Source: an optimization exercise on an open RTL-to-GDS flow (aim: small area). Production flows keep margins and buffers that such runs may drop.
The RTL was checked by simulation tests, not by an equivalence proof against the original design.
Power and IR drop assume default switching activity.

==> run a <==
## slink_ll
module slink_ll (
  input  wire         clk,
  input  wire         reset,
  input  wire         enable,
  input  wire [7:0]   swi_short_packet_max,
  input  wire [1:0]   delimeter,
  input  wire [2:0]   tx_active_lanes,
  input  wire [2:0]   rx_active_lanes,
  input  wire         swi_allow_ecc_corrected,
  input  wire         swi_ecc_corrected_causes_reset,
  input  wire         swi_ecc_corrupted_causes_reset,
  input  wire         swi_crc_corrupted_causes_reset,
  input  wire         tx_sop,
  input  wire [7:0]   tx_data_id,
  input  wire [15:0]  tx_word_count,
  input  wire [31:0]  tx_app_data,
  output wire         tx_advance,
  input  wire         tx_sds_sent,
  input  wire         tx_ll_valid,
  output wire [31:0]  tx_link_data,
  output wire         tx_link_idle,
  input  wire         rx_sds_received,
  input  wire         rx_ll_valid,
  input  wire [31:0]  rx_link_data,
  input  wire         external_link_reset_condition,
  output wire         rx_sop,
  output wire [7:0]   rx_data_id,
  output wire [15:0]  rx_word_count,
  output wire [31:0]  rx_app_data,
  output wire         rx_valid,
  output wire         rx_ecc_corrected,
  output wire         rx_ecc_corrupted,
  output wire         rx_crc_corrupted,
  output wire         link_reset_condition
);
slink_ll_tx u_slink_ll_tx (
  .clk                      ( clk                   ),
  .reset                    ( reset                 ),
  .enable                   ( enable                ),
  .swi_short_packet_max     ( swi_short_packet_max  ),
  .sop                      ( tx_sop                ),
  .data_id                  ( tx_data_id            ),
  ...
==> flow/config.mk <==
export PLATFORM = sky130hd
export DESIGN_NAME = slink_ll
export DESIGN_NICKNAME = slink_ll
export VERILOG_FILES = /design/flow/design.v
export SDC_FILE = /design/flow/constraint.sdc
export NUM_CORES = 4
export LEC_CHECK = 0
export CAP_MARGIN = 20
export CORE_MARGIN = 2
export CORE_UTILIZATION = 50
export GPL_TIMING_DRIVEN = 0
export SLEW_MARGIN = 20
==> flow/constraint.sdc <==
create_clock -name core_clock -period 12.0 [get_ports {clk}]
set_input_delay 2.4000 -clock core_clock [delete_from_list [all_inputs] [get_ports {clk}]]
set_output_delay 2.4000 -clock core_clock [all_outputs]
set_load 0.01 [all_outputs]
standard.sh (not shown) runs the stock make flow with config.mk's settings and CLKGATE_MAP_FILE= SYNTH_SCRIPT=/design/flow/synth_recipe.tcl, a recipe that flattens the netlist after the stock synthesis.
==> flow/flow/run.sh <==
#!/bin/bash
# Standard layout, except: the combinational logic of the standard synthesis
# is re-mapped for area (registers untouched), the port buffers are buf_1,
# and the clock tree uses clkbuf_8 without dummy loads.
set -euo pipefail
W=$(pwd)
R=$W/orfs/results/$FLOW_PLATFORM/slink_ll/base
YOSYS=$FLOW_HOME/../tools/install/yosys/bin/yosys
bash standard.sh synth > log_1_standard_synth.txt 2>&1
cp $R/1_2_yosys.v $W/std_1_2_yosys.v
RS_LIB=$FLOW_HOME/platforms/$FLOW_PLATFORM/lib/sky130_fd_sc_hd__tt_025C_1v80.lib \
RS_IN=$W/std_1_2_yosys.v RS_OUT=$W/resynth.v RS_ABC=$W/flow/area.abc \
RS_STAT_IN=$W/stat_std.txt RS_STAT_OUT=$W/stat_resynth.txt \
  $YOSYS -c $W/flow/resynth.tcl > log_2_resynth.txt 2>&1
cp $W/resynth.v $R/1_2_yosys.v
bash standard.sh "BUFFER_PORTS_ARGS=-buffer_cell sky130_fd_sc_hd__buf_1" \
  "CTS_ARGS=-sink_clustering_enable -repair_clock_nets -buf_list sky130_fd_sc_hd__clkbuf_8 -sink_clustering_size 16 -dont_use_dummy_load" \
  finish > log_3_standard_finish.txt 2>&1
==> flow/flow/area.abc <==
strash
 &get -n
 &deepsyn -T 60
 &put
 &get -n
 &dch -f
 &nf -p -R 1000 -F 8 -A 4 -C 32
 &put
==> flow/flow/resynth.tcl <==
# Re-map the combinational logic of the standard synthesis netlist for area.
# Every flip-flop instance is kept as it is (same name, same cell type); only
# the gates between them are re-optimized and re-mapped.
yosys -import
set lib     $::env(RS_LIB)
set in_v    $::env(RS_IN)
set out_v   $::env(RS_OUT)
set script  $::env(RS_ABC)

read_verilog $in_v
read_liberty -ignore_miss_func $lib
hierarchy -top slink_ll
# registers (and anything sequential) stay as black-box instances
blackbox sky130_fd_sc_hd__df* sky130_fd_sc_hd__edf* sky130_fd_sc_hd__sdf* sky130_fd_sc_hd__dl*
flatten
# the gates are inlined now: every library cell becomes a black box again
blackbox sky130_fd_sc_hd__*
opt_clean -purge
tee -o $::env(RS_STAT_IN) stat -liberty $lib
abc -liberty $lib -dont_use sky130_fd_sc_hd__lpflow_* -dont_use sky130_fd_sc_hd__probe* -script $script
setundef -zero
splitnets
opt_clean -purge
hilomap -singleton -hicell sky130_fd_sc_hd__conb_1 HI -locell sky130_fd_sc_hd__conb_1 LO
insbuf -buf sky130_fd_sc_hd__buf_4 A X
opt_clean -purge
tee -o $::env(RS_STAT_OUT) stat -liberty $lib
write_verilog -noattr -nohex -nodec $out_v
# the written netlist must read back cleanly against the library
design -reset
read_liberty -lib $lib
read_verilog $out_v
hierarchy -check -top slink_ll
check -assert -mapped
==> run b: changes against run a <==
--- a/flow/design.v
+++ b/flow/design.v
@@ -386,25 +386,29 @@
 wire        never_in  = (&word_count[15:2]) && (lane4 ? (word_count[1] | word_count[0]) : lane2 && (word_count[1] & word_count[0]));
 always @(posedge clk or posedge reset) begin
   if(reset) begin
     state               <= WAIT_SDS;
     link_data_reg       <= 32'd0;
+    byte_count          <= 2'd0;
+    remaining           <= 16'd0;
+    never               <= 1'b0;
+    ecc_reg             <= 6'd0;
     delim_count         <= 2'd0;
+    is_short_pkt_reg    <= 1'b0;
+    crc                 <= 16'hffff;
   end else begin
     state               <= nstate;
     link_data_reg       <= link_data_reg_in;
+    byte_count          <= byte_count_in;
+    remaining           <= remaining_in;
     delim_count         <= delim_count_in;
-  end
-end
-always @(posedge clk) begin
-  byte_count          <= byte_count_in;
-  remaining           <= remaining_in;
-  crc                 <= crc_in;
-  if(hdr_load) begin
-    never             <= never_in;
-    ecc_reg           <= hdr_ecc;
-    is_short_pkt_reg  <= is_short_pkt;
+    crc                 <= crc_in;
+    if(hdr_load) begin
+      never             <= never_in;
+      ecc_reg           <= hdr_ecc;
+      is_short_pkt_reg  <= is_short_pkt;
+    end
   end
 end
 always @(*) begin
   nstate            = state;
   link_data_reg_in  = link_data_reg;
@@ -769,33 +773,38 @@
 wire sop_app;
 wire valid_app;
 always @(posedge clk or posedge reset) begin
   if(reset) begin
     state               <= WAIT_SDS;
+    app_data_reg        <= 32'd0;
+    data_id_reg         <= 8'd0;
+    word_count_reg      <= 16'd0;
     sop                 <= 1'b0;
     valid               <= 1'b0;
+    byte_count          <= 16'd0;
+    sop_sent            <= 1'b0;
+    crc_corr_prev       <= 1'b0;
     crc_corrupted       <= 1'b0;
     link_reset_condition<= 1'b0;
     delim_count         <= 2'd0;
+    crc                 <= 16'hffff;
   end else begin
     state               <= nstate;
+    app_data_reg        <= app_data_reg_in;
+    data_id_reg         <= data_id_reg_in;
+    word_count_reg      <= word_count_reg_in;
     sop                 <= sop_app;
     valid               <= valid_app;
+    byte_count          <= byte_count_in;
+    sop_sent            <= sop_sent_in;
+    crc_corr_prev       <= crc_corr_prev_in;
     crc_corrupted       <= crc_corrupted_in;
     link_reset_condition<= link_reset_condition_in;
     delim_count         <= delim_count_in;
+    crc                 <= crc_in;
   end
 end
-always @(posedge clk) begin
-  app_data_reg        <= app_data_reg_in;
-  data_id_reg         <= data_id_reg_in;
-  word_count_reg      <= word_count_reg_in;
-  byte_count          <= byte_count_in;
-  sop_sent            <= sop_sent_in;
-  crc_corr_prev       <= crc_corr_prev_in;
-  crc                 <= crc_in;
-end
 always @(*) begin
   nstate                = state;
   app_data_reg_in       = app_data_reg;
   data_id_reg_in        = data_id_reg;
   word_count_reg_in     = word_count_reg;
GPL_TIMING_DRIVEN = not set   (was 0)
==> qor summary <==
| metric | run b | run a |
|---|---|---|
| Status | finished clean | finished clean |
| Worst Reg-to-Reg Cells | 17 | 14 |
| Via count of the first global-routing pass | 14400 | 14000 |
| Clock tree cell share of total cell area | 1.45% | 1.43% |
| Worst-case headroom to the max-slew limit | 20.3% | 17.5% |
| Register-to-register setup slack | 4.75 ns | 5.19 ns |
| Die extent in x | 177 um | 175 um |
| Pwr/cell area | 316 nW/um2 | 188 nW/um2 |
| Clock skew after layout | 0.0382 ns | 0.0412 ns |
| Sequential cell fraction of total power | 18.9% | 26.2% |
| Layout cells sized above 1 | 4.61% | 4.70% |
| Worst-path cell with the longest stage delay | sky130_fd_sc_hd__xnor2_1 | sky130_fd_sc_hd__buf_1 |
| Combinational power | 3.79 mW | 1.92 mW |
| Hold Crit Endpoint | u_slink_ll_rx.app_data_reg[24] | u_slink_ll_rx.sop |
| Final-layout fill cell count | 2924 | 2745 |
| Critical path depth | 20 | 16 |
| Effective utilization at floorplan | 50.7% | 51.0% |
| Area taken by flip-flops and latches | 4540 um2 | 5090 um2 |
| Later-pin clock latency in the skew report | 0.52 ns | 0.50 ns |
| Final worst slack | 2.48 ns | 2.04 ns |
| Busiest layer in global routing | met1 | met2 |

==> afterwards: timing with drivers on the ports <==
The flow's constraints put no driver on any port. The routed layouts listed below were extracted and timed again, unchanged, in two steps. Step 1 assumes that a clkbuf_16 drives the clock port and a buf_2 every other input. Step 2 moves the port delays by t, midway between the first and last clock arrival at a register: inputs arrive t later, outputs are due t later. That takes back most of the time a late clock gives input paths. Three values: ideal ports, drivers, drivers and shift; two values: the first two.
run	shift t [ns]	setup slack, ns	worst setup path after step 2	slew at the worst register clock pin (ns)
run a	0.530	2.040 / 2.058 / 1.528	input to register	0.12 / 0.12
run b	0.548	2.476 / 2.499 / 1.951	input to register	0.11 / 0.11
After both steps setup and hold are still met in every run listed. For run b, which loses most, drivers alone change the setup slack by +0.023 ns; drivers and shift together by -0.525 ns.
